This design comes from an exercise in tuning for small area on the open sky130 flow, not from production work. Function was checked by simulation only, so behaviour that the tests miss may differ from the original. The clock cells of runs 1, 2 and 5 to 8 come from the design's own scripts or RTL, not from TritonCTS. The flow treats the clock pin as an ideal source. Dropping or thinning the clock tree relies on that and would not hold on a real chip. Power is estimated from default activity; no workload was simulated.

## flow/design.v

```verilog
`timescale 1ns / 1ps
module synchronizer #(
    parameter WIDTH = 1
    ) (
    input wire clk,
    input wire [WIDTH-1:0] asynclk,
    output reg [WIDTH-1:0] syn_clk
    );
    reg [WIDTH-1:0] sync1;
always @(posedge clk)
begin
    sync1 <= asynclk;
    syn_clk <= sync1;
end
endmodule
`timescale 1ns / 1ps
module odd_detector(
    input wire clk,
    input wire reset,
    input wire [7:0] integers,
    input wire [7:0] N,
    input wire latch_in,
    output wire [7:0] out_value,
    output wire ready
    );
    wire sync_latch_in;
    wire [7:0] sync_integers;
    wire [7:0] sync_N;
    synchronizer #(.WIDTH(17)) in_sync(
        .clk(clk),
        .asynclk({latch_in, N, integers}),
        .syn_clk({sync_latch_in, sync_N, sync_integers}));
    reg latch_d_reg;         
    reg [7:0] left_reg;      
    reg [7:0] xor_reg;       
    wire latch_edge = sync_latch_in & ~latch_d_reg;
    wire idle = (left_reg == 8'd0);
    wire first = idle & latch_edge;      
    wire [7:0] left_cur = left_reg | (sync_N & {8{first}});
    wire [7:0] left_next = left_cur - {7'd0, latch_edge};
    wire [7:0] xor_next = (xor_reg & ~{8{first}}) ^ (sync_integers & {8{latch_edge}});
    assign out_value = xor_next;
    assign ready = latch_edge & (left_cur == 8'd1);
    always @(posedge clk) begin
        latch_d_reg <= sync_latch_in;
        xor_reg <= xor_next;
    end
    always @(posedge clk, posedge reset) begin
        if (reset)
            left_reg <= 8'd0;
        else
            left_reg <= left_next;
    end
endmodule
```

## flow/flow/run.sh

```bash
#!/bin/bash
# The standard layout (standard.sh) with these changes:
# - synthesis: ABC maps the logic with the area script in area.abc, and Yosys
#   does not extract half/full adders first (ADDER_MAP_FILE empty); the
#   flip-flops are mapped before either step, so they keep the standard
#   synthesis's cells and names;
# - every port gets the smallest buffer, sky130_fd_sc_hd__buf_1;
# - clock_tree.tcl builds the clock tree: the clock port drives four clock
#   buffers, one per group of nearby flip-flops.
# ORFS writes each step's full log to orfs/logs/; make's output goes to standard.log.
set -euo pipefail
work=$PWD
flow=$work/flow
export AREA_ABC_SCRIPT=$flow/area.abc
export FLOW_SYNTH_TCL=$work/synth_recipe.tcl
export BUFFER_PORTS_ARGS="-buffer_cell sky130_fd_sc_hd__buf_1"
export PRE_CTS_TCL=$flow/clock_tree.tcl
export CLOCK_PORT_NAME=clk
export CLOCK_BUFFER_CELL=sky130_fd_sc_hd__clkbuf_4
sed -e "s#SYNTH_SCRIPT=[^ ]*#SYNTH_SCRIPT=$flow/synth.tcl ADDER_MAP_FILE=#" standard.sh > run_standard.sh
grep -q "SYNTH_SCRIPT=$flow/synth.tcl ADDER_MAP_FILE=" run_standard.sh
bash run_standard.sh > standard.log 2>&1
```

## flow/flow/area.abc

```
strash
&get -n
&st
&dch -f
&nf -R 1000
&put
```

## flow/flow/clock_tree.tcl

```tcl
# Sourced by ORFS's cts.tcl before clock_tree_synthesis (PRE_CTS_TCL). Builds a
# one-level clock tree by hand: the flip-flops are split into four groups of
# nearly equal size by position (halves by x, then each half by y), and the
# clock port drives one clock buffer per group, placed at the group's centre.
# clock_tree_synthesis then has nothing left to do and is skipped.
set block [ord::get_db_block]
set clk_net [$block findNet $::env(CLOCK_PORT_NAME)]
set master [[ord::get_db] findMaster $::env(CLOCK_BUFFER_CELL)]

set sinks {}
foreach iterm [$clk_net getITerms] {
  set loc [[$iterm getInst] getLocation]
  lappend sinks [list [lindex $loc 0] [lindex $loc 1] $iterm]
}

proc halves { items key } {
  set items [lsort -integer -index $key $items]
  set mid [expr {([llength $items] + 1) / 2}]
  return [list [lrange $items 0 [expr {$mid - 1}]] [lrange $items $mid end]]
}

set groups {}
foreach half [halves $sinks 0] {
  foreach quarter [halves $half 1] { lappend groups $quarter }
}

set k 0
foreach group $groups {
  set buf [odb::dbInst_create $block $master clkbuf_leaf_$k]
  set net [odb::dbNet_create $block clknet_leaf_$k]
  $net setSigType CLOCK
  set sx 0
  set sy 0
  foreach sink $group {
    set sx [expr {$sx + [lindex $sink 0]}]
    set sy [expr {$sy + [lindex $sink 1]}]
    set iterm [lindex $sink 2]
    $iterm disconnect
    $iterm connect $net
  }
  [$buf findITerm A] connect $clk_net
  [$buf findITerm X] connect $net
  set n [llength $group]
  $buf setLocation [expr {$sx / $n}] [expr {$sy / $n}]
  $buf setPlacementStatus PLACED
  puts "clock tree: $::env(CLOCK_BUFFER_CELL) clkbuf_leaf_$k drives $n clock pins"
  incr k
}

proc clock_tree_synthesis { args } {
  puts "clock_tree_synthesis skipped: the clock tree is already built"
}
```

## flow/flow/synth.tcl

```tcl
# The standard synthesis, with ABC mapping the logic for area with the
# script in area.abc instead of ORFS's speed script. The flip-flops are mapped
# before ABC runs, so they keep the standard synthesis's cells and names.
proc abc {args} {
  set i [lsearch -exact $args -script]
  if { $i >= 0 } { lset args [expr {$i + 1}] $::env(AREA_ABC_SCRIPT) }
  yosys abc {*}$args
}
source $::env(FLOW_SYNTH_TCL)
```

## flow/standard.sh

```bash
#!/bin/bash
# synth_recipe.tcl (not shown) runs the flow's synth.tcl, then flattens the netlist and writes it again
# the make line also repeats each setting of config.mk as NAME=value (left out here)
make -C /OpenROAD-flow-scripts/flow DESIGN_CONFIG=/design/flow/config.mk WORK_HOME=/design/flow/orfs CLKGATE_MAP_FILE= SYNTH_SCRIPT=/design/flow/synth_recipe.tcl "${@:-finish}"
```

## flow/config.mk

```make
export PLATFORM = sky130hd
export DESIGN_NAME = odd_detector
export DESIGN_NICKNAME = odd_detector
export VERILOG_FILES = /design/flow/design.v
export SDC_FILE = /design/flow/constraint.sdc
export NUM_CORES = 8
export LEC_CHECK = 0
export CAP_MARGIN = 20
export CORE_MARGIN = 2
export CORE_UTILIZATION = 30
export SLEW_MARGIN = 40
```

## flow/constraint.sdc

```tcl
create_clock -name core_clock -period 10.0 [get_ports {clk}]
set_input_delay 2.0000 -clock core_clock [delete_from_list [all_inputs] [get_ports {clk}]]
set_output_delay 2.0000 -clock core_clock [all_outputs]
set_load 0.01 [all_outputs]
```

==> results.py, run 1 <==
metrics = {
    "finish": {
        "insertedDiodeCount": 0,
        "area.growth.synth_to_final_pct": 14.4,
        "drive_gt1_frac": 0.0355,
        "postLayoutCellArea_um2": 1590,
        "stdcell_count": 193,
        "registers_with_the_highest_flip_flop_counts": "in_sync.syn_clk (17), in_sync.sync1 (17)",
        "fill_cells": 444,
        "design.final.nets": 162,
    },
    "worst_setup_path": {
        "highest_net_fanout_along_the_worst_path": 14,
        "number_of_cells_traversed_by_the_worst_register_to_register_path": 8,
        "r2r-start": "in_sync.syn_clk[16]",
        "critPathLaunch": "in_sync.syn_clk[16]",
        "setup.worst_path.class": "reg -> out",
        "crit_path_end_kind": "output port",
        "required_time_of_the_critical_path_ns": 8.00,
        "critical_path_arrival_ns": 2.09,
        "timing.reg2reg.setup_slack_ns": 7.92,
        "rr_endpoint": "left_reg[5]",
        "worstSetupEndpoint": "ready",
        "crit_path_start_kind": "flop",
    },
    "place": {
        "dp_hpwl_um": 1750,
        "gp_congestion": 0.892,
        "postPlaceCellArea_um2": 1550,
        "port_buffers": 27,
        "numPlacedInstances": 189,
    },
    "grt": {
        "grt-ovfl-total": 0,
        "antenna_found_initial": 0,
        "first_global_vias": 903,
        "grt_use_total": 0.0878,
        "pin_count_of_the_biggest_net_entering_global_routing": 15,
        "grt_pass1_wl_um": 3780,
    },
    "clock_network": {
        "cts.reportedPaths.clkPinSlew_ns": 0.12,
        "worst_skew_pair.late_latency_ns": 0.18,
        "number_of_buffers_inserted_by_post_cts_setup_repair": 0,
        "post_cts_resize_count": 0,
        "cts_hold_repair.buffers": 0,
    },
    "yosys": {
        "yosys.area_share.adder": 0,
        "syn-cell-area_um2": 1390,
        "cell_taking_the_most_area_after_synthesis": "sky130_fd_sc_hd__dfxtp_1",
        "synth_enable_flop_cells": 0,
        "synth.yosys.seq_area_share": 0.765,
        "fraction_of_registers_with_async_set_or_reset_after_synthesis": 0.157,
        "synthXorXnorAreaFrac": 0.0821,
        "yosysMostFrequentCell": "sky130_fd_sc_hd__dfxtp_1",
        "ys_seq_elements": 51,
        "synth_compound_area_frac": 0.0415,
        "synthesis.area_per_instance_um2": 12.6,
        "post_synth_and_or_nand_nor_area_fraction": 0.106,
        "yosys_warnings": 2,
        "synth_cell_type_count": 17,
        "synth.top_cell.area_share": 0.621,
        "combinational_family_with_the_most_area_after_synthesis": "simple AND/OR/NAND/NOR gates",
        "post_synth_inst_count": 110,
        "net_count_of_the_mapped_netlist": 129,
        "synthFlopType": "sky130_fd_sc_hd__dfxtp_1",
        "synth_mux_area_frac": 0,
        "synth.area.top_cells": "sky130_fd_sc_hd__dfxtp_1 62%, sky130_fd_sc_hd__dfrtp_1 14%, sky130_fd_sc_hd__xor2_1 6.3%, sky130_fd_sc_hd__nand2_1 5.7%, sky130_fd_sc_hd__a21oi_1 2.9%",
        "top_cells_by_count_synth": "43 x sky130_fd_sc_hd__dfxtp_1, 21 x sky130_fd_sc_hd__nand2_1, 10 x sky130_fd_sc_hd__xor2_1",
    },
    "timing": {
        "relative_slew_margins": 0.692,
        "setup_repair_after_global_routing_missed_its_margin": "false",
        "report.final.slew_viol_count": 0,
        "final.setup.tns_ns": 0,
        "fmaxAchievable_ghz": 0.244,
        "final_report_hold_violation_count": 0,
        "setup_skew_after_layout_ns": 0.00996,
        "setup_viol": 0,
        "final.period_utilization": 0.409,
        "final.min_clock_period_ns": 4.09,
        "timing_worst_slew_pin_value_ns": 0.460,
    },
    "pwr": {
        "power.density_nw_per_um2": 266,
        "irDropWorstVdd_mv": 0.0825,
        "cellLeakagePower_nw": 0.631,
    },
    "run": {
        "cap_viol_max_count": 0,
    },
    "floorplanning": {
        "core_footprint_um2": 4410,
        "fp.dieArea_um2": 5180,
        "starting_density_of_the_core": 0.314,
        "die_w_um": 72.0,
        "fp-row-count": 24,
        "num_io_pins": 28,
        "dieHeight_um": 72.0,
    },
    "drt": {
        "detailroute.via_count": 839,
        "number_of_drc_markers_in_iteration_0": 13,
        "drc": 0,
        "routed_via_density": 4.35,
        "wl_um": 2240,
        "detail-route-antenna-nets": 0,
        "average_routed_wire_per_standard_cell_um": 11.6,
        "drt_pass1_iterations": 4,
    },
    "outcome": {
        "status": "finished clean",
    },
    "worst_hold_path": {
        "hold_path_class": "reg -> reg",
    },
}
placed cells by master (no fill, tap or decap):
cell type and count:
sky130_fd_sc_hd__a21oi_1 8, sky130_fd_sc_hd__a31oi_1 2, sky130_fd_sc_hd__and3_1 1, sky130_fd_sc_hd__buf_1 27, sky130_fd_sc_hd__clkbuf_4 4, sky130_fd_sc_hd__clkinv_1 2
sky130_fd_sc_hd__dfrtp_1 8, sky130_fd_sc_hd__dfxtp_1 43, sky130_fd_sc_hd__nand2_1 21, sky130_fd_sc_hd__nand3_1 1, sky130_fd_sc_hd__nand4_1 1, sky130_fd_sc_hd__nor2_1 2
sky130_fd_sc_hd__nor2b_2 1, sky130_fd_sc_hd__nor3_1 1, sky130_fd_sc_hd__nor4_1 3, sky130_fd_sc_hd__o21ai_0 1, sky130_fd_sc_hd__or2_0 2, sky130_fd_sc_hd__xnor2_1 3
sky130_fd_sc_hd__xor2_1 10
metrics by stage:
stage	util	hold WS (ns)	total power, mW	setup slack, ns
5_1_grt	0.359	0.344	0.447	5.77
3_5_place_dp	0.352	0.312	0.362	5.97
2_1_floorplan	-	0.310	0.326	6.26
3_3_place_gp	0.352	0.312	0.353	6.07
6_report	0.359	0.330	0.422	5.91
4_1_cts	0.359	0.312	0.413	5.97
critical path: stages (launching register included):
cell                      delay, ns
sky130_fd_sc_hd__dfxtp_1       0.33
sky130_fd_sc_hd__nor2b_2       0.22
sky130_fd_sc_hd__and3_1        0.28
sky130_fd_sc_hd__a21oi_1       0.35
sky130_fd_sc_hd__nand4_1       0.20
sky130_fd_sc_hd__nor4_1        0.36
sky130_fd_sc_hd__buf_1         0.19
area by class of cell:
cell class | instances | area (um^2) | share of cell area
flip-flops and latches | 51 | 1060 | 0.669
multi-input cells | 57 | 320 | 0.202
repair buffers | 27 | 101 | 0.0639
well taps | 52 | 65.1 | 0.0410
plain buffers | 4 | 30.0 | 0.0189
inverters | 2 | 7.51 | 0.00474
where the power goes:
group	internal [mW]	switching, mW
Sequential	0.243	0.0183
Clock	0.0193	0.0457
Combinational	0.0348	0.0610
kinds of logic after synthesis:
group | Yosys count
buffers and inverters | 2
and+or+nand+nor | 33
xor gates and xnor gates | 13
AOI/OAI and AO/OA | 11
DFF | 51
worst min path at each step:
stage                 startpoint                   to  slack (ns)  depth (start not counted)
2_1_floorplan   in_sync.sync1[0]   in_sync.syn_clk[0]        0.31                          0
3_3_place_gp    in_sync.sync1[6]   in_sync.syn_clk[6]        0.31                          0
3_5_place_dp   in_sync.sync1[14]  in_sync.syn_clk[14]        0.31                          0
4_1_cts        in_sync.sync1[14]  in_sync.syn_clk[14]        0.31                          0
5_1_grt        in_sync.sync1[11]  in_sync.syn_clk[11]        0.34                          0
6_report       in_sync.sync1[14]  in_sync.syn_clk[14]        0.33                          0
layer usage:
layer  part of all wire  wire length [um]  global-route usage
met4              0.031                70              0.0294
met5                  0                 0                   0
met1               0.42               934               0.101
met3              0.050               112              0.0153
met2               0.50              1130               0.164
==> inputs of run 2 (changes only) <==
--- a/flow/flow/clock_tree.tcl
+++ b/flow/flow/clock_tree.tcl
@@ -50,3 +50,13 @@
 proc clock_tree_synthesis { args } {
   puts "clock_tree_synthesis skipped: the clock tree is already built"
 }
+
+# Estimate each group's clock slew from the placement and print it
+set_propagated_clock [all_clocks]
+estimate_parasitics -placement
+foreach iterm [[$block findNet $::env(CLOCK_PORT_NAME)] getITerms] {
+  set inst [$iterm getInst]
+  set pin [get_pins [$inst getName]/X]
+  puts "clock tree estimate: [$inst getName] [[$inst getMaster] getName] slew [get_property $pin slew_max_rise] [get_property $pin slew_max_fall]"
+}
+unset_propagated_clock [all_clocks]
==> run 2 against run 1 <==
Net effect:
- synthesized cell count unchanged
- via count unchanged
- combinational power about the same
- design area unchanged
- sequential share of layout area unchanged
- first-iteration DRC count unchanged
- utilization unchanged
- setup slack unchanged
- cell count unchanged
- maximum frequency unchanged
- sequential power about the same
- flip-flop and latch count unchanged
- highest routed layer unchanged
==> results.py, run 2 <==
metrics = {
    "worst_setup_path": {
        "critical_path.cell_chain": "nor2b_2 -> and3_1 -> a21oi_1 -> nand4_1 -> nor4_1 -> buf_1",
        "crit_path_start_kind": "flop",
        "cpLargestDelayFamily": "simple AND/OR/NAND/NOR gates",
        "timing.critical_path.buf_inv": 1,
        "timing.reg2reg.setup_slack_ns": 7.92,
        "critical_path_arrival_ns": 2.09,
        "timing.critical_path.slowest_cell_delay_ns": 0.36,
        "crit_path_end_kind": "output port",
        "highest_net_fanout_along_the_worst_path": 14,
        "setup.worst_path.class": "reg -> out",
        "required_time_of_the_critical_path_ns": 8.00,
        "critical-path-slowest-cell": "sky130_fd_sc_hd__nor4_1",
    },
    "yosys": {
        "net_count_of_the_mapped_netlist": 129,
        "synth.top_cell.area_share": 0.621,
        "yosys_warnings": 2,
        "synth.yosys.seq_area_share": 0.765,
        "syn-cell-area_um2": 1390,
        "yosysMostFrequentCell": "sky130_fd_sc_hd__dfxtp_1",
        "cell_taking_the_most_area_after_synthesis": "sky130_fd_sc_hd__dfxtp_1",
        "synthFlopType": "sky130_fd_sc_hd__dfxtp_1",
        "ys_seq_elements": 51,
        "top_cells_by_count_synth": "43 x sky130_fd_sc_hd__dfxtp_1, 21 x sky130_fd_sc_hd__nand2_1, 10 x sky130_fd_sc_hd__xor2_1",
        "synth_cell_type_count": 17,
        "synthesis.area_per_instance_um2": 12.6,
        "fraction_of_registers_with_async_set_or_reset_after_synthesis": 0.157,
        "synth.area.top_cells": "sky130_fd_sc_hd__dfxtp_1 62%, sky130_fd_sc_hd__dfrtp_1 14%, sky130_fd_sc_hd__xor2_1 6.3%, sky130_fd_sc_hd__nand2_1 5.7%, sky130_fd_sc_hd__a21oi_1 2.9%",
        "post_synth_inst_count": 110,
        "synth_enable_flop_cells": 0,
    },
    "grt": {
        "grt_use_total": 0.0878,
        "pin_count_of_the_biggest_net_entering_global_routing": 15,
        "grt_pass1_wl_um": 3780,
        "first_global_vias": 903,
        "antenna_found_initial": 0,
        "grt-ovfl-total": 0,
    },
    "finish": {
        "design.final.nets": 162,
        "final_cell_mix": "43 x sky130_fd_sc_hd__dfxtp_1, 27 x sky130_fd_sc_hd__buf_1, 21 x sky130_fd_sc_hd__nand2_1, 10 x sky130_fd_sc_hd__xor2_1",
        "postLayoutCellArea_um2": 1590,
        "most_common_cell_after_layout_fill_and_taps_aside": "sky130_fd_sc_hd__dfxtp_1",
        "stdcell_count": 193,
        "drive_gt1_frac": 0.0355,
        "insertedDiodeCount": 0,
        "registers_with_the_highest_flip_flop_counts": "in_sync.syn_clk (17), in_sync.sync1 (17)",
        "area.growth.synth_to_final_pct": 14.4,
        "fill_cells": 444,
    },
    "clock_network": {
        "worst_skew_pair.late_latency_ns": 0.18,
        "post_cts_resize_count": 0,
        "number_of_buffers_inserted_by_post_cts_setup_repair": 0,
        "cts.reportedPaths.clkPinSlew_ns": 0.12,
        "cts_hold_repair.buffers": 0,
    },
    "worst_hold_path": {
        "hold_path_class": "reg -> reg",
    },
    "timing": {
        "final.min_clock_period_ns": 4.09,
        "hold_ws_ns": 0.330,
        "final.period_utilization": 0.409,
        "final.setup.tns_ns": 0,
        "timing_worst_slew_pin_value_ns": 0.460,
        "relative_slew_margins": 0.692,
        "report.final.slew_viol_count": 0,
        "setup_repair_after_global_routing_missed_its_margin": "false",
        "fmaxAchievable_ghz": 0.244,
        "worst_slack_ns": 5.91,
        "final_report_hold_violation_count": 0,
        "setup_viol": 0,
        "setup_skew_after_layout_ns": 0.00996,
    },
    "drt": {
        "detailroute.via_count": 839,
        "drc": 0,
        "drt_pass1_iterations": 4,
        "number_of_drc_markers_in_iteration_0": 13,
        "wl_um": 2240,
        "detail-route-antenna-nets": 0,
        "average_routed_wire_per_standard_cell_um": 11.6,
        "routed_via_density": 4.35,
    },
    "pwr": {
        "share_clk_of_total_power": 0.154,
        "irDropWorstVdd_mv": 0.0825,
        "cellLeakagePower_nw": 0.631,
        "power.sequential.fraction": 0.619,
        "power.share.switching": 0.296,
        "switching_power_mw": 0.125,
        "combinational_share_of_power": 0.227,
        "power.density_nw_per_um2": 266,
        "power.internal_mw": 0.297,
    },
    "floorplanning": {
        "fp.dieArea_um2": 5180,
        "starting_density_of_the_core": 0.314,
        "num_io_pins": 28,
        "fp-row-count": 24,
        "core_footprint_um2": 4410,
        "die_w_um": 72.0,
        "dieHeight_um": 72.0,
    },
    "place": {
        "postPlaceCellArea_um2": 1550,
        "numPlacedInstances": 189,
        "dpl_worst_slack_ns": 5.97,
        "port_buffers": 27,
        "gp_congestion": 0.892,
        "dp_hpwl_um": 1750,
    },
    "run": {
        "cap_viol_max_count": 0,
    },
    "outcome": {
        "status": "finished clean",
    },
}
## run 2: cell counts after synthesis
No cell type changed its count.
## run 2: stage by stage
step	total power, mW	util
after floorplan	0.326	-
final	0.422	0.359
after global placement	0.353	0.352
after global routing	0.447	0.359
after CTS	0.413	0.359
after detailed placement	0.362	0.352
## run 2: worst reg2reg max path, delay by kind of cell (launching register included)
kind	cells	cell delay [ns]
AO/OA/AOI/OAI	1	0.15
flip-flops	1	0.35
AND/OR/NAND/NOR	7	1.48
## run 2: power by group through the flow
stage | Combinational (mW) | Clock (mW) | Sequential [mW]
6_report | 0.0958 | 0.0650 | 0.262
3_3_place_gp | 0.0893 | 0 | 0.264
4_1_cts | 0.0962 | 0.0501 | 0.266
5_1_grt | 0.106 | 0.0757 | 0.266
3_5_place_dp | 0.0974 | 0 | 0.264
2_1_floorplan | 0.0682 | 0 | 0.258
## run 2: routing by layer
layer	share of wire	global-route usage	wire length, um	vias to the layer above
li1	-	-	-	418
met1	0.42	0.101	934	387
met2	0.50	0.164	1130	25
met3	0.050	0.0153	112	9
met4	0.031	0.0294	70	0
met5	0	0	0	-
## run 2: final cells by class
cell class	instances	area, um^2	share of cell area
Inverter	2	7.51	0.00474
Tap cell	52	65.1	0.0410
Timing Repair Buffer	27	101	0.0639
Buffer	4	30.0	0.0189
Multi-Input combinational cell	57	320	0.202
Sequential cell	51	1060	0.669
## run 2: cell families after synthesis
logic type      after synthesis  synth area share
flops                        51             0.765
simple gates                 33             0.106
buf+inv                       2           0.00542
compound gates               11            0.0415
xor+xnor                     13            0.0821
## run 2: final timing paths
kind                                  endpoint  cells past startpoint                 from
hold / removal             in_sync.syn_clk[14]                      0    in_sync.sync1[14]
max in group asynchronous          left_reg[7]                      2                reset
hold reg to reg            in_sync.syn_clk[14]                      0    in_sync.sync1[14]
setup reg to reg                   left_reg[5]                      8  in_sync.syn_clk[16]
min in group asynchronous          left_reg[6]                      2                reset
setup / recovery                         ready                      6  in_sync.syn_clk[16]
==> inputs of run 3 (changes only) <==
--- a/flow/flow/run.sh
+++ b/flow/flow/run.sh
@@ -16,6 +16,7 @@
 export BUFFER_PORTS_ARGS="-buffer_cell sky130_fd_sc_hd__buf_1"
 export PRE_CTS_TCL=$flow/clock_tree.tcl
 export CLOCK_PORT_NAME=clk
+export IO_CONSTRAINTS=$flow/io.tcl
 export CLOCK_BUFFER_CELL=sky130_fd_sc_hd__clkbuf_4
 sed -e "s#SYNTH_SCRIPT=[^ ]*#SYNTH_SCRIPT=$flow/synth.tcl ADDER_MAP_FILE=#" standard.sh > run_standard.sh
 grep -q "SYNTH_SCRIPT=$flow/synth.tcl ADDER_MAP_FILE=" run_standard.sh
==> flow/flow/io.tcl (new file) <==
# Keep every port together on the middle of one edge, so that the logic, and
# with it the flip-flops each clock buffer drives, is placed close together.
set_io_pin_constraint -region bottom:20-55 -pin_names [get_object_name [all_inputs]]
set_io_pin_constraint -region bottom:20-55 -pin_names [get_object_name [all_outputs]]
--- a/flow/config.mk
+++ b/flow/config.mk
@@ -8,4 +8,5 @@
 export CAP_MARGIN = 20
 export CORE_MARGIN = 2
 export CORE_UTILIZATION = 30
+export PLACE_DENSITY = 0.9
 export SLEW_MARGIN = 40
==> run 3 against run 2 <==
Net effect:
- the flow now stops in floorplan (2_1_floorplan)
- synthesized area stayed put
- synthesized cell count is the same
==> results.py, run 3 <==
metrics = {
    "yosys": {
        "net_count_of_the_mapped_netlist": 129,
        "yosysMostFrequentCell": "sky130_fd_sc_hd__dfxtp_1",
        "yosys.area_share.adder": 0,
        "synth_mux_area_frac": 0,
        "synthXorXnorAreaFrac": 0.0821,
        "post_synth_and_or_nand_nor_area_fraction": 0.106,
        "cell_taking_the_most_area_after_synthesis": "sky130_fd_sc_hd__dfxtp_1",
        "synth_compound_area_frac": 0.0415,
        "combinational_family_with_the_most_area_after_synthesis": "simple AND/OR/NAND/NOR gates",
        "synth.area.top_cells": "sky130_fd_sc_hd__dfxtp_1 62%, sky130_fd_sc_hd__dfrtp_1 14%, sky130_fd_sc_hd__xor2_1 6.3%, sky130_fd_sc_hd__nand2_1 5.7%, sky130_fd_sc_hd__a21oi_1 2.9%",
        "fraction_of_registers_with_async_set_or_reset_after_synthesis": 0.157,
        "syn-cell-area_um2": 1390,
        "synthFlopType": "sky130_fd_sc_hd__dfxtp_1",
        "post_synth_inst_count": 110,
        "yosys_warnings": 2,
        "top_cells_by_count_synth": "43 x sky130_fd_sc_hd__dfxtp_1, 21 x sky130_fd_sc_hd__nand2_1, 10 x sky130_fd_sc_hd__xor2_1",
        "synth.top_cell.area_share": 0.621,
        "ys_seq_elements": 51,
        "synthesis.area_per_instance_um2": 12.6,
        "synth.yosys.seq_area_share": 0.765,
        "synth_cell_type_count": 17,
        "synth_enable_flop_cells": 0,
    },
    "outcome": {
        "stop_stage": "floorplan (2_1_floorplan)",
        "tool_error": "Error: floorplan.tcl, 162 invalid command name \"get_object_name\"",
        "status": "did not finish",
    },
    "floorplanning": {
        "dieHeight_um": 72.0,
        "starting_density_of_the_core": 0.314,
        "fp-row-count": 24,
        "die_w_um": 72.0,
    },
}
[run 3: kinds of logic after synthesis]
kind of cell              after synthesis
DFF                                    51
buffers and inverters                   2
and+or+nand+nor                        33
xor gates and xnor gates               13
AOI/OAI and AO/OA                      11
==> inputs of run 4 (changes only) <==
--- a/flow/config.mk
+++ b/flow/config.mk
@@ -8,5 +8,4 @@
 export CAP_MARGIN = 20
 export CORE_MARGIN = 2
 export CORE_UTILIZATION = 30
-export PLACE_DENSITY = 0.9
 export SLEW_MARGIN = 40
==> run 4 against run 3 <==
Net effect:
- the flow again stops in floorplan (2_1_floorplan)
- synthesized area did not move
- synthesized cell count is the same
==> results.py, run 4 <==
metrics = {
    "outcome": {
        "status": "did not finish",
        "stop_stage": "floorplan (2_1_floorplan)",
        "tool_error": "Error: floorplan.tcl, 162 invalid command name \"get_object_name\"",
    },
    "yosys": {
        "cell_taking_the_most_area_after_synthesis": "sky130_fd_sc_hd__dfxtp_1",
        "yosysMostFrequentCell": "sky130_fd_sc_hd__dfxtp_1",
        "synth_enable_flop_cells": 0,
        "yosys.area_share.adder": 0,
        "synthFlopType": "sky130_fd_sc_hd__dfxtp_1",
        "top_cells_by_count_synth": "43 x sky130_fd_sc_hd__dfxtp_1, 21 x sky130_fd_sc_hd__nand2_1, 10 x sky130_fd_sc_hd__xor2_1",
        "net_count_of_the_mapped_netlist": 129,
        "post_synth_inst_count": 110,
        "combinational_family_with_the_most_area_after_synthesis": "simple AND/OR/NAND/NOR gates",
        "synth.yosys.seq_area_share": 0.765,
        "synth.area.top_cells": "sky130_fd_sc_hd__dfxtp_1 62%, sky130_fd_sc_hd__dfrtp_1 14%, sky130_fd_sc_hd__xor2_1 6.3%, sky130_fd_sc_hd__nand2_1 5.7%, sky130_fd_sc_hd__a21oi_1 2.9%",
        "yosys_warnings": 2,
        "post_synth_and_or_nand_nor_area_fraction": 0.106,
        "synth_compound_area_frac": 0.0415,
        "synth_mux_area_frac": 0,
        "synthXorXnorAreaFrac": 0.0821,
        "ys_seq_elements": 51,
        "synthesis.area_per_instance_um2": 12.6,
        "synth_cell_type_count": 17,
        "synth.top_cell.area_share": 0.621,
        "syn-cell-area_um2": 1390,
        "fraction_of_registers_with_async_set_or_reset_after_synthesis": 0.157,
    },
    "floorplanning": {
        "fp-row-count": 24,
        "starting_density_of_the_core": 0.314,
        "die_w_um": 72.0,
        "dieHeight_um": 72.0,
    },
}
run 4: cell counts after synthesis:
No cell type changed its count.
run 4: cell families after synthesis:
logic type	count (synthesis)
xor gates and xnor gates	13
DFF	51
buffers and inverters	2
and+or+nand+nor	33
AOI/OAI and AO/OA	11
==> inputs of run 5 (changes only) <==
==> flow/flow/io.tcl (replaced) <==
# Keep every port together on the middle of one edge, so that the logic, and
# with it the flip-flops each clock buffer drives, is placed close together.
set io_pins {}
foreach port [concat [all_inputs] [all_outputs]] { lappend io_pins [get_name $port] }
set_io_pin_constraint -region bottom:20-55 -pin_names $io_pins
--- a/flow/config.mk
+++ b/flow/config.mk
@@ -8,4 +8,5 @@
 export CAP_MARGIN = 20
 export CORE_MARGIN = 2
 export CORE_UTILIZATION = 30
+export PLACE_DENSITY = 0.9
 export SLEW_MARGIN = 40
==> run 5 against run 4 <==
Net effect:
- synthesized cell count unchanged
- the run now finishes clean
- synthesized area is the same
==> results.py, run 5 <==
metrics = {
    "clock_network": {
        "number_of_buffers_inserted_by_post_cts_setup_repair": 0,
        "worst_skew_pair.late_latency_ns": 0.17,
        "cts_hold_repair.buffers": 0,
        "cts.reportedPaths.clkPinSlew_ns": 0.12,
        "post_cts_resize_count": 0,
    },
    "yosys": {
        "synthFlopType": "sky130_fd_sc_hd__dfxtp_1",
        "syn-cell-area_um2": 1390,
        "synthesis.area_per_instance_um2": 12.6,
        "post_synth_inst_count": 110,
        "yosysMostFrequentCell": "sky130_fd_sc_hd__dfxtp_1",
        "cell_taking_the_most_area_after_synthesis": "sky130_fd_sc_hd__dfxtp_1",
        "synth_enable_flop_cells": 0,
        "top_cells_by_count_synth": "43 x sky130_fd_sc_hd__dfxtp_1, 21 x sky130_fd_sc_hd__nand2_1, 10 x sky130_fd_sc_hd__xor2_1",
        "ys_seq_elements": 51,
        "synth.top_cell.area_share": 0.621,
        "fraction_of_registers_with_async_set_or_reset_after_synthesis": 0.157,
        "synth.yosys.seq_area_share": 0.765,
        "synth.area.top_cells": "sky130_fd_sc_hd__dfxtp_1 62%, sky130_fd_sc_hd__dfrtp_1 14%, sky130_fd_sc_hd__xor2_1 6.3%, sky130_fd_sc_hd__nand2_1 5.7%, sky130_fd_sc_hd__a21oi_1 2.9%",
        "net_count_of_the_mapped_netlist": 129,
        "yosys_warnings": 2,
        "synth_cell_type_count": 17,
    },
    "drt": {
        "top_layer_used": "met4",
        "detail-route-antenna-nets": 0,
        "routed_via_density": 4.33,
        "routed-wl-met3_um": 57,
        "detailroute.via_count": 836,
        "wl_um": 2250,
        "number_of_drc_markers_in_iteration_0": 36,
        "average_routed_wire_per_standard_cell_um": 11.6,
        "drt_pass1_iterations": 4,
        "routed-wl-met2_um": 1240,
        "routedLengthMet1_um": 922,
        "drc": 0,
    },
    "floorplanning": {
        "num_io_pins": 28,
        "core_footprint_um2": 4410,
        "starting_density_of_the_core": 0.314,
        "dieHeight_um": 72.0,
        "die_w_um": 72.0,
        "fp.dieArea_um2": 5180,
        "fp-row-count": 24,
    },
    "finish": {
        "fill_cells": 409,
        "insertedDiodeCount": 0,
        "multi_input_area_um2": 320,
        "final_cell_mix": "43 x sky130_fd_sc_hd__dfxtp_1, 27 x sky130_fd_sc_hd__buf_1, 21 x sky130_fd_sc_hd__nand2_1, 10 x sky130_fd_sc_hd__xor2_1",
        "seq_area_um2": 1060,
        "design.final.nets": 162,
        "drive_gt1_frac": 0.0355,
        "area.growth.synth_to_final_pct": 14.4,
        "registers_with_the_highest_flip_flop_counts": "in_sync.syn_clk (17), in_sync.sync1 (17)",
        "most_common_cell_after_layout_fill_and_taps_aside": "sky130_fd_sc_hd__dfxtp_1",
        "finish.utilization": 0.359,
    },
    "timing": {
        "final_report_hold_violation_count": 0,
        "setup_repair_after_global_routing_missed_its_margin": "false",
        "timing_worst_slew_pin_value_ns": 0.479,
        "final.period_utilization": 0.404,
        "fmaxAchievable_ghz": 0.248,
        "final.setup.tns_ns": 0,
        "final.min_clock_period_ns": 4.04,
        "setup_viol": 0,
        "relative_slew_margins": 0.679,
        "setup_skew_after_layout_ns": 0.00673,
        "report.final.slew_viol_count": 0,
    },
    "worst_setup_path": {
        "crit_path_end_kind": "output port",
        "timing.critical_path.slowest_cell_delay_ns": 0.33,
        "number_of_cells_traversed_by_the_worst_register_to_register_path": 8,
        "crit_path_start_kind": "flop",
        "critical_path.cell_chain": "nor2b_2 -> and3_1 -> a21oi_1 -> nand4_1 -> nor4_1 -> buf_1",
        "highest_net_fanout_along_the_worst_path": 14,
        "rr_endpoint": "left_reg[5]",
        "critical_path_arrival_ns": 2.04,
        "required_time_of_the_critical_path_ns": 8.00,
        "r2r-start": "in_sync.syn_clk[16]",
        "critical-path-slowest-cell": "sky130_fd_sc_hd__dfxtp_1",
        "timing.reg2reg.setup_slack_ns": 7.90,
        "setup.worst_path.class": "reg -> out",
    },
    "place": {
        "gp_congestion": 0.832,
        "port_buffers": 27,
        "dp_hpwl_um": 1740,
    },
    "grt": {
        "pin_count_of_the_biggest_net_entering_global_routing": 15,
        "first_global_vias": 859,
        "antenna_found_initial": 0,
        "grt_use_total": 0.0870,
        "grt_pass1_wl_um": 3720,
        "grt-ovfl-total": 0,
    },
    "worst_hold_path": {
        "holdPathStages": 0,
        "holdPathEnd": "in_sync.syn_clk[9]",
        "hold_start": "in_sync.sync1[9]",
        "hold_path_class": "reg -> reg",
    },
    "pwr": {
        "cellLeakagePower_nw": 0.631,
        "irDropWorstVdd_mv": 0.0846,
        "power.density_nw_per_um2": 264,
    },
    "run": {
        "cap_viol_max_count": 0,
    },
    "outcome": {
        "status": "finished clean",
    },
}
run 5: cell counts after synthesis:
Identical to the previous run, type by type.
run 5: worst max-delay path, delay by kind of cell (launching register included):
family | cells | cell delay (ns)
AO/OA/AOI/OAI | 1 | 0.33
buffers and inverters | 1 | 0.19
flip-flops | 1 | 0.33
AND/OR/NAND/NOR | 4 | 1.00
run 5: per-layer routing:
layer | GRT usage | up-vias
li1 | - | 418
met1 | 0.104 | 406
met2 | 0.172 | 10
met3 | 0.00417 | 2
met4 | 0.0168 | 0
met5 | 0 | -
run 5: how the worst max path moves through the flow:
| stage | startpoint | endpoint | slack, ns | cells after the start |
|---|---|---|---|---|
| 4_1_cts | in_sync.syn_clk[16] | ready | 6.01 | 5 |
| 3_5_place_dp | in_sync.syn_clk[16] | ready | 6.01 | 5 |
| 3_3_place_gp | in_sync.syn_clk[16] | ready | 6.02 | 5 |
| 6_report | in_sync.syn_clk[16] | ready | 5.96 | 6 |
| 5_1_grt | in_sync.syn_clk[16] | ready | 5.78 | 6 |
| 2_1_floorplan | in_sync.syn_clk[16] | ready | 6.26 | 4 |
run 5: where the power goes:
group | leakage [nW] | total [mW] | switching, mW | internal [mW]
sequential | 0.460 | 0.259 | 0.0159 | 0.243
combinational | 0.153 | 0.0946 | 0.0598 | 0.0348
clock | 0.0184 | 0.0644 | 0.0452 | 0.0193
run 5: metrics by stage:
stage	setup slack [ns]	power (mW)	cell area (um^2)	hold WS (ns)	cells
global route	5.78	0.444	1590	0.345	193
finish	5.96	0.418	1590	0.338	193
detailed placement	6.01	0.359	1550	0.312	189
global placement	6.02	0.353	1550	0.311	189
floorplan	6.26	0.326	1390	0.310	110
CTS	6.01	0.410	1580	0.312	193
run 5: cell families (layout without fill, tap and decap cells):
family          Yosys count  count (layout)  synth area share
flops                    51              51             0.765
simple gates             33              33             0.106
xor+xnor                 13              13            0.0821
compound gates           11              11            0.0415
buf+inv                   2              33           0.00542
run 5: layout make-up:
cell class | instances | area share
sequential | 51 | 0.669
multi-input combinational | 57 | 0.202
timing repair buffer | 27 | 0.0639
tap | 52 | 0.0410
buffer | 4 | 0.0189
inverter | 2 | 0.00474
==> inputs of run 6 (changes only) <==
==> flow/flow/run.sh (replaced) <==
#!/bin/bash
# The standard layout (standard.sh) with these changes:
# - synthesis: ABC maps the logic with the area script in area.abc, and Yosys
#   does not extract half/full adders first (ADDER_MAP_FILE empty); the
#   flip-flops are mapped before either step, so they keep the standard
#   synthesis's cells and names;
# - every port gets the smallest buffer, sky130_fd_sc_hd__buf_1;
set -euo pipefail
work=$PWD
flow=$work/flow
export AREA_ABC_SCRIPT=$flow/area.abc
export FLOW_SYNTH_TCL=$work/synth_recipe.tcl
export BUFFER_PORTS_ARGS="-buffer_cell sky130_fd_sc_hd__buf_1"
export PRE_CTS_TCL=$flow/clock_tree.tcl
export CLOCK_PORT_NAME=clk
export CLOCK_BUFFER_CELL=sky130_fd_sc_hd__clkbuf_4
export CLOCK_BUFFER_BIG_CELL=sky130_fd_sc_hd__clkbuf_8
export CLOCK_SLEW_TARGET_NS=0.112
sed -e "s#SYNTH_SCRIPT=[^ ]*#SYNTH_SCRIPT=$flow/synth.tcl ADDER_MAP_FILE=#" standard.sh > run_standard.sh
grep -q "SYNTH_SCRIPT=$flow/synth.tcl ADDER_MAP_FILE=" run_standard.sh
bash run_standard.sh > standard.log 2>&1
--- a/flow/flow/clock_tree.tcl
+++ b/flow/flow/clock_tree.tcl
@@ -51,12 +51,17 @@
   puts "clock_tree_synthesis skipped: the clock tree is already built"
 }
 
-# Estimate each group's clock slew from the placement and print it
 set_propagated_clock [all_clocks]
-estimate_parasitics -placement
 foreach iterm [[$block findNet $::env(CLOCK_PORT_NAME)] getITerms] {
   set inst [$iterm getInst]
   set pin [get_pins [$inst getName]/X]
-  puts "clock tree estimate: [$inst getName] [[$inst getMaster] getName] slew [get_property $pin slew_max_rise] [get_property $pin slew_max_fall]"
+  estimate_parasitics -placement
+  set slew [get_property $pin slew_max_rise]
+  puts "clock tree estimate: [$inst getName] [[$inst getMaster] getName] slew $slew"
+  if { $slew > $::env(CLOCK_SLEW_TARGET_NS) } {
+    $inst swapMaster [[ord::get_db] findMaster $::env(CLOCK_BUFFER_BIG_CELL)]
+    estimate_parasitics -placement
+    puts "clock tree estimate: [$inst getName] [[$inst getMaster] getName] slew [get_property $pin slew_max_rise]"
+  }
 }
 unset_propagated_clock [all_clocks]
--- a/flow/config.mk
+++ b/flow/config.mk
@@ -8,5 +8,4 @@
 export CAP_MARGIN = 20
 export CORE_MARGIN = 2
 export CORE_UTILIZATION = 30
-export PLACE_DENSITY = 0.9
 export SLEW_MARGIN = 40
removed: flow/flow/io.tcl
==> run 6 against run 5 <==
Net effect:
- maximum frequency fell by 0.13%
- die area is the same
- sequential power hardly changed
- routed wire length shrank 0.40%
- combinational power up 1%
- design area is 1.6% higher
- synthesized cell count stayed put
- largest cell class unchanged
==> results.py, run 6 <==
metrics = {
    "place": {
        "port_buffers": 27,
        "dp_hpwl_um": 1750,
        "gp_congestion": 0.892,
        "dpl_worst_slack_ns": 5.97,
    },
    "pwr": {
        "share_clk_of_total_power": 0.187,
        "combinational_share_of_power": 0.218,
        "irDropWorstVdd_mv": 0.0945,
        "switching_power_mw": 0.124,
        "cellLeakagePower_nw": 0.642,
        "power.internal_mw": 0.315,
        "power.density_nw_per_um2": 273,
        "power.sequential.fraction": 0.596,
        "power.share.switching": 0.283,
    },
    "yosys": {
        "synthFlopType": "sky130_fd_sc_hd__dfxtp_1",
        "synth_enable_flop_cells": 0,
        "synth.area.top_cells": "sky130_fd_sc_hd__dfxtp_1 62%, sky130_fd_sc_hd__dfrtp_1 14%, sky130_fd_sc_hd__xor2_1 6.3%, sky130_fd_sc_hd__nand2_1 5.7%, sky130_fd_sc_hd__a21oi_1 2.9%",
        "ys_seq_elements": 51,
        "yosysMostFrequentCell": "sky130_fd_sc_hd__dfxtp_1",
        "yosys_warnings": 2,
        "synth.yosys.seq_area_share": 0.765,
        "synth_cell_type_count": 17,
        "syn-cell-area_um2": 1390,
        "synthesis.area_per_instance_um2": 12.6,
        "top_cells_by_count_synth": "43 x sky130_fd_sc_hd__dfxtp_1, 21 x sky130_fd_sc_hd__nand2_1, 10 x sky130_fd_sc_hd__xor2_1",
        "net_count_of_the_mapped_netlist": 129,
        "post_synth_inst_count": 110,
        "fraction_of_registers_with_async_set_or_reset_after_synthesis": 0.157,
        "cell_taking_the_most_area_after_synthesis": "sky130_fd_sc_hd__dfxtp_1",
        "synth.top_cell.area_share": 0.621,
    },
    "clock_network": {
        "number_of_buffers_inserted_by_post_cts_setup_repair": 0,
        "cts_hold_repair.buffers": 0,
        "worst_skew_pair.late_latency_ns": 0.14,
        "cts.reportedPaths.clkPinSlew_ns": 0.08,
        "post_cts_resize_count": 0,
    },
    "timing": {
        "report.final.slew_viol_count": 0,
        "worst_slack_ns": 5.96,
        "setup_viol": 0,
        "final.period_utilization": 0.404,
        "relative_slew_margins": 0.691,
        "final.setup.tns_ns": 0,
        "final.min_clock_period_ns": 4.04,
        "setup_repair_after_global_routing_missed_its_margin": "false",
        "timing_worst_slew_pin_value_ns": 0.461,
        "fmaxAchievable_ghz": 0.247,
        "setup_skew_after_layout_ns": 0.00614,
        "final_report_hold_violation_count": 0,
    },
    "run": {
        "cap_viol_max_count": 0,
    },
    "worst_setup_path": {
        "required_time_of_the_critical_path_ns": 8.00,
        "number_of_cells_traversed_by_the_worst_register_to_register_path": 8,
        "highest_net_fanout_along_the_worst_path": 14,
        "rr_endpoint": "left_reg[5]",
        "setup.worst_path.class": "reg -> out",
        "r2r-start": "in_sync.syn_clk[16]",
        "timing.reg2reg.setup_slack_ns": 7.93,
        "critical_path_arrival_ns": 2.04,
        "crit_path_end_kind": "output port",
        "crit_path_start_kind": "flop",
    },
    "grt": {
        "antenna_found_initial": 0,
        "grt_pass1_wl_um": 3770,
        "pin_count_of_the_biggest_net_entering_global_routing": 15,
        "first_global_vias": 906,
        "grt-ovfl-total": 0,
        "grt_use_total": 0.0875,
    },
    "drt": {
        "drc": 0,
        "average_routed_wire_per_standard_cell_um": 11.6,
        "detail-route-antenna-nets": 0,
        "drt_pass1_iterations": 4,
        "detailroute.via_count": 837,
        "wl_um": 2240,
        "routed_via_density": 4.34,
        "number_of_drc_markers_in_iteration_0": 12,
    },
    "floorplanning": {
        "dieHeight_um": 72.0,
        "fp-row-count": 24,
        "starting_density_of_the_core": 0.314,
        "core_footprint_um2": 4410,
        "num_io_pins": 28,
        "fp.dieArea_um2": 5180,
        "die_w_um": 72.0,
    },
    "finish": {
        "final_cell_mix": "43 x sky130_fd_sc_hd__dfxtp_1, 27 x sky130_fd_sc_hd__buf_1, 21 x sky130_fd_sc_hd__nand2_1, 10 x sky130_fd_sc_hd__xor2_1",
        "design.final.nets": 162,
        "most_common_cell_after_layout_fill_and_taps_aside": "sky130_fd_sc_hd__dfxtp_1",
        "insertedDiodeCount": 0,
        "drive_gt1_frac": 0.0355,
        "fill_cells": 439,
        "registers_with_the_highest_flip_flop_counts": "in_sync.syn_clk (17), in_sync.sync1 (17)",
        "area.growth.synth_to_final_pct": 16.2,
    },
    "worst_hold_path": {
        "holdPathEnd": "in_sync.syn_clk[14]",
        "hold_start": "in_sync.sync1[14]",
        "holdPathStages": 0,
        "hold_path_class": "reg -> reg",
    },
    "outcome": {
        "status": "finished clean",
    },
}
[run 6: area by class of cell]
class | instances | area [um^2] | share of cell area
tap | 52 | 65.1 | 0.0404
multi-input combinational | 57 | 320 | 0.199
buffer | 4 | 55.1 | 0.0342
sequential | 51 | 1060 | 0.659
timing repair buffer | 27 | 101 | 0.0629
inverter | 2 | 7.51 | 0.00466
[run 6: routing by layer]
| metal | track usage | vias to the layer above | share of wire |
|---|---|---|---|
| met4 | 0.0273 | 0 | 0.028 |
| met1 | 0.101 | 387 | 0.41 |
| met3 | 0.0153 | 9 | 0.050 |
| met5 | 0 | - | 0 |
| li1 | - | 416 | - |
| met2 | 0.164 | 25 | 0.51 |
[run 6: logic make-up after synthesis]
| logic type | Yosys count | synth area share |
|---|---|---|
| flops | 51 | 0.765 |
| simple gates | 33 | 0.106 |
| xor+xnor | 13 | 0.0821 |
| compound gates | 11 | 0.0415 |
| buf+inv | 2 | 0.00542 |
[run 6: critical path, stage by stage (launching register included)]
cell	delay, ns
sky130_fd_sc_hd__dfxtp_1	0.32
sky130_fd_sc_hd__nor2b_2	0.22
sky130_fd_sc_hd__and3_1	0.28
sky130_fd_sc_hd__a21oi_1	0.35
sky130_fd_sc_hd__nand4_1	0.19
sky130_fd_sc_hd__nor4_1	0.36
sky130_fd_sc_hd__buf_1	0.19
[run 6: per-stage QoR]
step	cells	cell area [um^2]	hold WS, ns	util	power [mW]
final	193	1610	0.323	0.365	0.439
after global placement	189	1550	0.312	0.352	0.353
after CTS	193	1610	0.312	0.364	0.430
after global routing	193	1610	0.337	0.365	0.465
after detailed placement	189	1550	0.312	0.352	0.362
after floorplan	110	1390	0.310	-	0.326
[run 6: how the worst max path moves through the flow]
stage / start / end / slack (ns)
3_5_place_dp: in_sync.syn_clk[16] / ready / 5.97
6_report: in_sync.syn_clk[16] / ready / 5.96
4_1_cts: in_sync.syn_clk[16] / ready / 5.97
5_1_grt: in_sync.syn_clk[16] / ready / 5.83
2_1_floorplan: in_sync.syn_clk[16] / ready / 6.26
3_3_place_gp: in_sync.syn_clk[16] / ready / 6.07
[run 6: power groups by stage]
stage | logic [mW] | clock network [mW] | registers (mW)
5_1_grt | 0.106 | 0.0934 | 0.266
6_report | 0.0956 | 0.0819 | 0.262
3_3_place_gp | 0.0893 | 0 | 0.264
3_5_place_dp | 0.0974 | 0 | 0.264
2_1_floorplan | 0.0682 | 0 | 0.258
4_1_cts | 0.0962 | 0.0672 | 0.266
==> inputs of run 7 (changes only) <==
--- a/flow/flow/run.sh
+++ b/flow/flow/run.sh
@@ -13,8 +13,8 @@
 export BUFFER_PORTS_ARGS="-buffer_cell sky130_fd_sc_hd__buf_1"
 export PRE_CTS_TCL=$flow/clock_tree.tcl
 export CLOCK_PORT_NAME=clk
-export CLOCK_BUFFER_CELL=sky130_fd_sc_hd__clkbuf_4
-export CLOCK_BUFFER_BIG_CELL=sky130_fd_sc_hd__clkbuf_8
+export CLOCK_BUFFER_CELL=sky130_fd_sc_hd__buf_4
+export CLOCK_BUFFER_BIG_CELL=sky130_fd_sc_hd__buf_6
 export CLOCK_SLEW_TARGET_NS=0.112
 sed -e "s#SYNTH_SCRIPT=[^ ]*#SYNTH_SCRIPT=$flow/synth.tcl ADDER_MAP_FILE=#" standard.sh > run_standard.sh
 grep -q "SYNTH_SCRIPT=$flow/synth.tcl ADDER_MAP_FILE=" run_standard.sh
==> run 7 against run 6 <==
Net effect:
- utilization shrank 0.40 points
- via count shrank 0.60%
- first-iteration DRC count is 17% higher
- clock skew up 0.026 ns
- worst hold slack improved by 0.014 ns
- sequential power about the same
- synthesized cell count is the same
- design area down 1.1%
- routed wire length decreased by 0.13%
- combinational power about the same
- still clean on timing, DRC and antenna
- critical path depth stayed put
==> results.py, run 7 <==
metrics = {
    "outcome": {
        "status": "finished clean",
    },
    "floorplanning": {
        "dieHeight_um": 72.0,
        "core_footprint_um2": 4410,
        "num_io_pins": 28,
        "fp.dieArea_um2": 5180,
        "die_w_um": 72.0,
        "fp-row-count": 24,
        "starting_density_of_the_core": 0.314,
    },
    "worst_setup_path": {
        "crit_path_start_kind": "flop",
        "worstSetupPathDepth": 6,
        "required_time_of_the_critical_path_ns": 8.00,
        "critical_path.cell_chain": "nor2b_2 -> and3_1 -> a21oi_1 -> nand4_1 -> nor4_1 -> buf_1",
        "setup.worst_path.class": "reg -> out",
        "timing.critical_path.slowest_cell_delay_ns": 0.35,
        "timing.critical_path.buf_inv": 1,
        "highest_net_fanout_along_the_worst_path": 14,
        "critical_path_arrival_ns": 2.04,
        "critical-path-slowest-cell": "sky130_fd_sc_hd__a21oi_1",
        "number_of_cells_traversed_by_the_worst_register_to_register_path": 8,
        "crit_path_end_kind": "output port",
        "cpLargestDelayFamily": "simple AND/OR/NAND/NOR gates",
    },
    "yosys": {
        "synth_compound_area_frac": 0.0415,
        "top_cells_by_count_synth": "43 x sky130_fd_sc_hd__dfxtp_1, 21 x sky130_fd_sc_hd__nand2_1, 10 x sky130_fd_sc_hd__xor2_1",
        "yosys_warnings": 2,
        "synth_cell_type_count": 17,
        "synth.yosys.seq_area_share": 0.765,
        "synth.top_cell.area_share": 0.621,
        "synthFlopType": "sky130_fd_sc_hd__dfxtp_1",
        "cell_taking_the_most_area_after_synthesis": "sky130_fd_sc_hd__dfxtp_1",
        "synthXorXnorAreaFrac": 0.0821,
        "synth_mux_area_frac": 0,
        "syn-cell-area_um2": 1390,
        "ys_seq_elements": 51,
        "synthesis.area_per_instance_um2": 12.6,
        "post_synth_and_or_nand_nor_area_fraction": 0.106,
        "yosysMostFrequentCell": "sky130_fd_sc_hd__dfxtp_1",
        "combinational_family_with_the_most_area_after_synthesis": "simple AND/OR/NAND/NOR gates",
        "synth_enable_flop_cells": 0,
        "post_synth_inst_count": 110,
        "synth.area.top_cells": "sky130_fd_sc_hd__dfxtp_1 62%, sky130_fd_sc_hd__dfrtp_1 14%, sky130_fd_sc_hd__xor2_1 6.3%, sky130_fd_sc_hd__nand2_1 5.7%, sky130_fd_sc_hd__a21oi_1 2.9%",
        "net_count_of_the_mapped_netlist": 129,
        "fraction_of_registers_with_async_set_or_reset_after_synthesis": 0.157,
        "yosys.area_share.adder": 0,
    },
    "timing": {
        "report.final.slew_viol_count": 0,
        "final.min_clock_period_ns": 4.04,
        "setup_skew_after_layout_ns": 0.0317,
        "fmaxAchievable_ghz": 0.247,
        "worst_slack_ns": 5.96,
        "relative_slew_margins": 0.691,
        "final.period_utilization": 0.404,
        "setup_viol": 0,
        "setup_repair_after_global_routing_missed_its_margin": "false",
        "timing_worst_slew_pin_value_ns": 0.461,
        "final_report_hold_violation_count": 0,
        "final.setup.tns_ns": 0,
    },
    "finish": {
        "final_cell_mix": "43 x sky130_fd_sc_hd__dfxtp_1, 27 x sky130_fd_sc_hd__buf_1, 21 x sky130_fd_sc_hd__nand2_1, 10 x sky130_fd_sc_hd__xor2_1",
        "design.final.nets": 162,
        "drive_gt1_frac": 0.0355,
        "most_common_cell_after_layout_fill_and_taps_aside": "sky130_fd_sc_hd__dfxtp_1",
        "fill_cells": 442,
        "stdcell_count": 193,
        "insertedDiodeCount": 0,
        "area.growth.synth_to_final_pct": 14.9,
        "registers_with_the_highest_flip_flop_counts": "in_sync.syn_clk (17), in_sync.sync1 (17)",
        "postLayoutCellArea_um2": 1590,
    },
    "worst_hold_path": {
        "holdPathStages": 0,
        "hold_path_class": "reg -> reg",
    },
    "pwr": {
        "cellLeakagePower_nw": 0.635,
        "power.density_nw_per_um2": 269,
        "irDropWorstVdd_mv": 0.0848,
    },
    "place": {
        "port_buffers": 27,
        "dp_hpwl_um": 1750,
        "gp_congestion": 0.892,
        "numPlacedInstances": 189,
        "dpl_worst_slack_ns": 5.97,
        "postPlaceCellArea_um2": 1550,
    },
    "grt": {
        "grt_use_total": 0.0878,
        "antenna_found_initial": 0,
        "pin_count_of_the_biggest_net_entering_global_routing": 15,
        "first_global_vias": 910,
        "grt-ovfl-total": 0,
        "grt_pass1_wl_um": 3770,
    },
    "drt": {
        "detail-route-antenna-nets": 0,
        "detailroute.via_count": 832,
        "number_of_drc_markers_in_iteration_0": 14,
        "drt_pass1_iterations": 4,
        "average_routed_wire_per_standard_cell_um": 11.6,
        "routed_via_density": 4.31,
        "wl_um": 2230,
        "drc": 0,
    },
    "clock_network": {
        "cts_hold_repair.buffers": 0,
        "number_of_buffers_inserted_by_post_cts_setup_repair": 0,
        "worst_skew_pair.late_latency_ns": 0.14,
        "post_cts_resize_count": 0,
        "cts.reportedPaths.clkPinSlew_ns": 0.10,
    },
    "run": {
        "cap_viol_max_count": 0,
    },
}
==> run 7: cell types whose count changed in the layout (fill, tap and decap cells not counted) <==
cell / delta
sky130_fd_sc_hd__clkbuf_8: -4
sky130_fd_sc_hd__buf_4: +2
sky130_fd_sc_hd__buf_6: +2
==> run 7: per-stage QoR <==
| step | hold WS, ns | util | total power [mW] |
|---|---|---|---|
| final | 0.338 | 0.361 | 0.429 |
| after global routing | 0.346 | 0.361 | 0.455 |
| after CTS | 0.312 | 0.360 | 0.420 |
| after detailed placement | 0.312 | 0.352 | 0.362 |
| after global placement | 0.312 | 0.352 | 0.353 |
| after floorplan | 0.310 | - | 0.326 |
==> run 7: logic make-up after synthesis <==
family                 Yosys count
AO/OA/AOI/OAI                   11
AND/OR/NAND/NOR                 33
XOR/XNOR                        13
flip-flops                      51
buffers and inverters            2
==> run 7: area by class of cell <==
class / instances / area [um^2] / share of cell area
Tap cell: 52 / 65.1 / 0.0408
Multi-Input combinational cell: 57 / 320 / 0.201
Timing Repair Buffer: 27 / 101 / 0.0636
Sequential cell: 51 / 1060 / 0.666
Inverter: 2 / 7.51 / 0.00471
Buffer: 4 / 37.5 / 0.0236
==> run 7: path summary, 6_finish.rpt <==
kind                                      from                  to  slack [ns]
max reg2reg                in_sync.syn_clk[16]         left_reg[5]        7.90
min in group asynchronous                reset         left_reg[6]        1.74
min reg2reg                   in_sync.sync1[7]  in_sync.syn_clk[7]        0.34
max                        in_sync.syn_clk[16]               ready        5.96
min                           in_sync.sync1[7]  in_sync.syn_clk[7]        0.34
max in group asynchronous                reset         left_reg[3]        8.10
==> run 7: report_power, final <==
group | switching (mW) | total (mW) | internal (mW) | leakage, nW
registers | 0.0184 | 0.262 | 0.244 | 0.460
logic | 0.0606 | 0.0953 | 0.0348 | 0.153
clock network | 0.0448 | 0.0713 | 0.0265 | 0.0217
==> run 7: per-layer routing <==
layer	wire length, um	global-route usage	up-vias	share of wire
li1	-	-	415	-
met1	906	0.101	383	0.41
met2	1130	0.164	23	0.51
met3	110	0.0153	11	0.049
met4	82	0.0294	0	0.037
met5	0	0	-	0
==> inputs of run 8 (changes only) <==
--- a/flow/design.v
+++ b/flow/design.v
@@ -45,7 +45,7 @@
         latch_d_reg <= sync_latch_in;
         xor_reg <= xor_next;
     end
-    always @(posedge clk, posedge reset) begin
+    always @(posedge clk) begin
         if (reset)
             left_reg <= 8'd0;
         else
==> flow/flow/area.abc (replaced) <==
strash
&get -n
&st
&dc2
&dc2
&dch -f
&nf -R 1000
&put
==> run 8 against run 7 <==
Net effect:
- design area shrank 0.94%
- combinational power fell by 13%
- maximum frequency increased by 2.3%
- first-iteration DRC count grew to 2.5 times the previous value
- largest cell class unchanged
- sequential power is 7% lower
- clock power rose by about 10%
- critical endpoint unchanged
==> results.py, run 8 <==
metrics = {
    "grt": {
        "first_global_vias": 830,
        "grt-ovfl-total": 0,
        "pin_count_of_the_biggest_net_entering_global_routing": 15,
        "grt_use_total": 0.0831,
        "antenna_found_initial": 0,
        "grt_pass1_wl_um": 3550,
    },
    "place": {
        "postPlaceCellArea_um2": 1530,
        "gp_congestion": 0.813,
        "dpl_worst_slack_ns": 5.89,
        "dp_hpwl_um": 1610,
        "port_buffers": 27,
        "numPlacedInstances": 195,
    },
    "yosys": {
        "ys_seq_elements": 51,
        "post_synth_inst_count": 116,
        "net_count_of_the_mapped_netlist": 135,
        "yosysMostFrequentCell": "sky130_fd_sc_hd__dfxtp_1",
        "synth.yosys.seq_area_share": 0.749,
        "fraction_of_registers_with_async_set_or_reset_after_synthesis": 0,
        "top_cells_by_count_synth": "51 x sky130_fd_sc_hd__dfxtp_1, 20 x sky130_fd_sc_hd__nand2_1, 13 x sky130_fd_sc_hd__a21oi_1",
        "synthesis.area_per_instance_um2": 11.8,
        "yosys_warnings": 2,
        "synthFlopType": "sky130_fd_sc_hd__dfxtp_1",
        "syn-cell-area_um2": 1360,
        "synth.top_cell.area_share": 0.749,
        "synth_enable_flop_cells": 0,
        "synth_cell_type_count": 14,
        "cell_taking_the_most_area_after_synthesis": "sky130_fd_sc_hd__dfxtp_1",
        "synth.area.top_cells": "sky130_fd_sc_hd__dfxtp_1 75%, sky130_fd_sc_hd__xor2_1 5.8%, sky130_fd_sc_hd__nand2_1 5.5%, sky130_fd_sc_hd__a21oi_1 4.8%, sky130_fd_sc_hd__nor2_1 2.2%",
    },
    "drt": {
        "wl_um": 2180,
        "routed_via_density": 4.26,
        "routedLengthMet1_um": 966,
        "average_routed_wire_per_standard_cell_um": 10.9,
        "drc": 0,
        "number_of_drc_markers_in_iteration_0": 35,
        "detailroute.via_count": 847,
        "routed-wl-met3_um": 165,
        "detail-route-antenna-nets": 0,
        "drt_pass1_iterations": 4,
        "top_layer_used": "met4",
        "routed-wl-met2_um": 991,
    },
    "pwr": {
        "irDropWorstVdd_mv": 0.0953,
        "cellLeakagePower_nw": 0.619,
        "finalPower_mw": 0.405,
        "power.density_nw_per_um2": 257,
    },
    "worst_setup_path": {
        "crit_path_end_kind": "output port",
        "highest_net_fanout_along_the_worst_path": 14,
        "setup.worst_path.class": "reg -> out",
        "crit_path_start_kind": "flop",
        "critical_path_arrival_ns": 1.95,
        "required_time_of_the_critical_path_ns": 8.00,
    },
    "floorplanning": {
        "die_w_um": 71.4,
        "num_io_pins": 28,
        "fp-row-count": 24,
        "starting_density_of_the_core": 0.313,
        "core_footprint_um2": 4350,
        "fp.dieArea_um2": 5100,
        "dieHeight_um": 71.4,
    },
    "finish": {
        "design.final.nets": 168,
        "postLayoutCellArea_um2": 1580,
        "drive_gt1_frac": 0.0340,
        "registers_with_the_highest_flip_flop_counts": "in_sync.syn_clk (17), in_sync.sync1 (17)",
        "most_common_cell_after_layout_fill_and_taps_aside": "sky130_fd_sc_hd__dfxtp_1",
        "stdcell_count": 199,
        "finish.utilization": 0.362,
        "fill_cells": 452,
        "insertedDiodeCount": 0,
        "area.growth.synth_to_final_pct": 15.7,
        "final_cell_mix": "51 x sky130_fd_sc_hd__dfxtp_1, 27 x sky130_fd_sc_hd__buf_1, 20 x sky130_fd_sc_hd__nand2_1, 13 x sky130_fd_sc_hd__a21oi_1, 9 x sky130_fd_sc_hd__xor2_1",
    },
    "timing": {
        "report.final.slew_viol_count": 0,
        "final.min_clock_period_ns": 3.95,
        "setup_skew_after_layout_ns": 0.00795,
        "final.period_utilization": 0.395,
        "fmaxAchievable_ghz": 0.253,
        "final_report_hold_violation_count": 0,
        "setup_repair_after_global_routing_missed_its_margin": "false",
        "final.setup.tns_ns": 0,
        "relative_slew_margins": 0.673,
        "worst_slack_ns": 6.05,
        "setup_viol": 0,
        "hold_ws_ns": 0.331,
        "timing_worst_slew_pin_value_ns": 0.488,
    },
    "worst_hold_path": {
        "hold_path_class": "reg -> reg",
    },
    "run": {
        "cap_viol_max_count": 0,
    },
    "clock_network": {
        "cts_hold_repair.buffers": 0,
        "worst_skew_pair.late_latency_ns": 0.12,
        "number_of_buffers_inserted_by_post_cts_setup_repair": 0,
        "post_cts_resize_count": 0,
        "cts.reportedPaths.clkPinSlew_ns": 0.08,
    },
    "outcome": {
        "status": "finished clean",
    },
}
[run 8: cell type report]
type | instances | area, um^2 | share of cell area
tap | 52 | 65.1 | 0.0412
multi-input combinational | 64 | 342 | 0.216
sequential | 51 | 1020 | 0.647
inverter | 1 | 3.75 | 0.00238
buffer | 4 | 45.0 | 0.0285
timing repair buffer | 27 | 101 | 0.0642
[run 8: power breakdown]
part / internal, mW / switching, mW / total [mW]
registers: 0.234 / 0.0101 / 0.244
clock network: 0.0319 / 0.0465 / 0.0784
logic: 0.0306 / 0.0525 / 0.0831
[run 8: worst paths after layout]
check / start / to / slack, ns / depth (start not counted)
worst max-delay path: in_sync.syn_clk[16] / ready / 6.05 / 5
worst min-delay path: in_sync.sync1[10] / in_sync.syn_clk[10] / 0.33 / 0
worst max register to register: in_sync.syn_clk[16] / left_reg[5] / 7.80 / 9
worst min register to register: in_sync.sync1[10] / in_sync.syn_clk[10] / 0.33 / 0
[run 8: metal layers]
metal,vias up,track usage
li1,435,-
met1,376,0.112
met2,30,0.142
met3,6,0.0127
met4,0,0.0168
met5,-,0
[run 8: kinds of logic after synthesis]
| logic type | count (synthesis) | synth area share |
|---|---|---|
| AO/OA/AOI/OAI | 13 | 0.0477 |
| XOR/XNOR | 11 | 0.0706 |
| buffers and inverters | 1 | 0.00275 |
| AND/OR/NAND/NOR | 40 | 0.130 |
| flip-flops | 51 | 0.749 |
[run 8: worst max-delay path, cell delays in order (launching register included)]
cell                      delay, ns
sky130_fd_sc_hd__dfxtp_1       0.32
sky130_fd_sc_hd__nor2b_2       0.44
sky130_fd_sc_hd__and3_1        0.40
sky130_fd_sc_hd__a21oi_1       0.15
sky130_fd_sc_hd__nor4_1        0.33
sky130_fd_sc_hd__buf_1         0.19

## static timing again, ports no longer ideal
Ports are ideal in the flow. The routed layouts listed here were re-timed in OpenROAD. Step 1 assumes that a clkbuf_16 drives the clock port and a buf_2 every other input. Step 2 adds t to the input delays and takes it off the output delays; t is the mean of the earliest and latest rising clock arrival at the registers after step 1. Input paths then give back, and output paths get back, about the clock's delay inside the block. Slacks: ideal / step 1 / step 2; pairs: ideal / step 1.
run | shift t [ns] | slack for setup (ns) | clock arrival spread, ns | worst data-port slew with drivers (ns) | cell pins on the clock port's net
run 1 | 0.213 | 5.905 / 5.865 / 6.078 | 0.010 / 0.010 | 0.03 | 4
run 2 | 0.213 | 5.905 / 5.865 / 6.078 | 0.010 / 0.010 | 0.03 | 4
run 5 | 0.212 | 5.963 / 5.922 / 6.135 | 0.007 / 0.007 | 0.05 | 4
run 6 | 0.187 | 5.958 / 5.908 / 6.095 | 0.006 / 0.006 | 0.03 | 4
run 7 | 0.173 | 5.957 / 5.909 / 6.082 | 0.032 / 0.032 | 0.03 | 4
run 8 | 0.167 | 6.048 / 5.994 / 6.161 | 0.009 / 0.009 | 0.03 | 4
After both steps setup and hold are still met in every run listed.
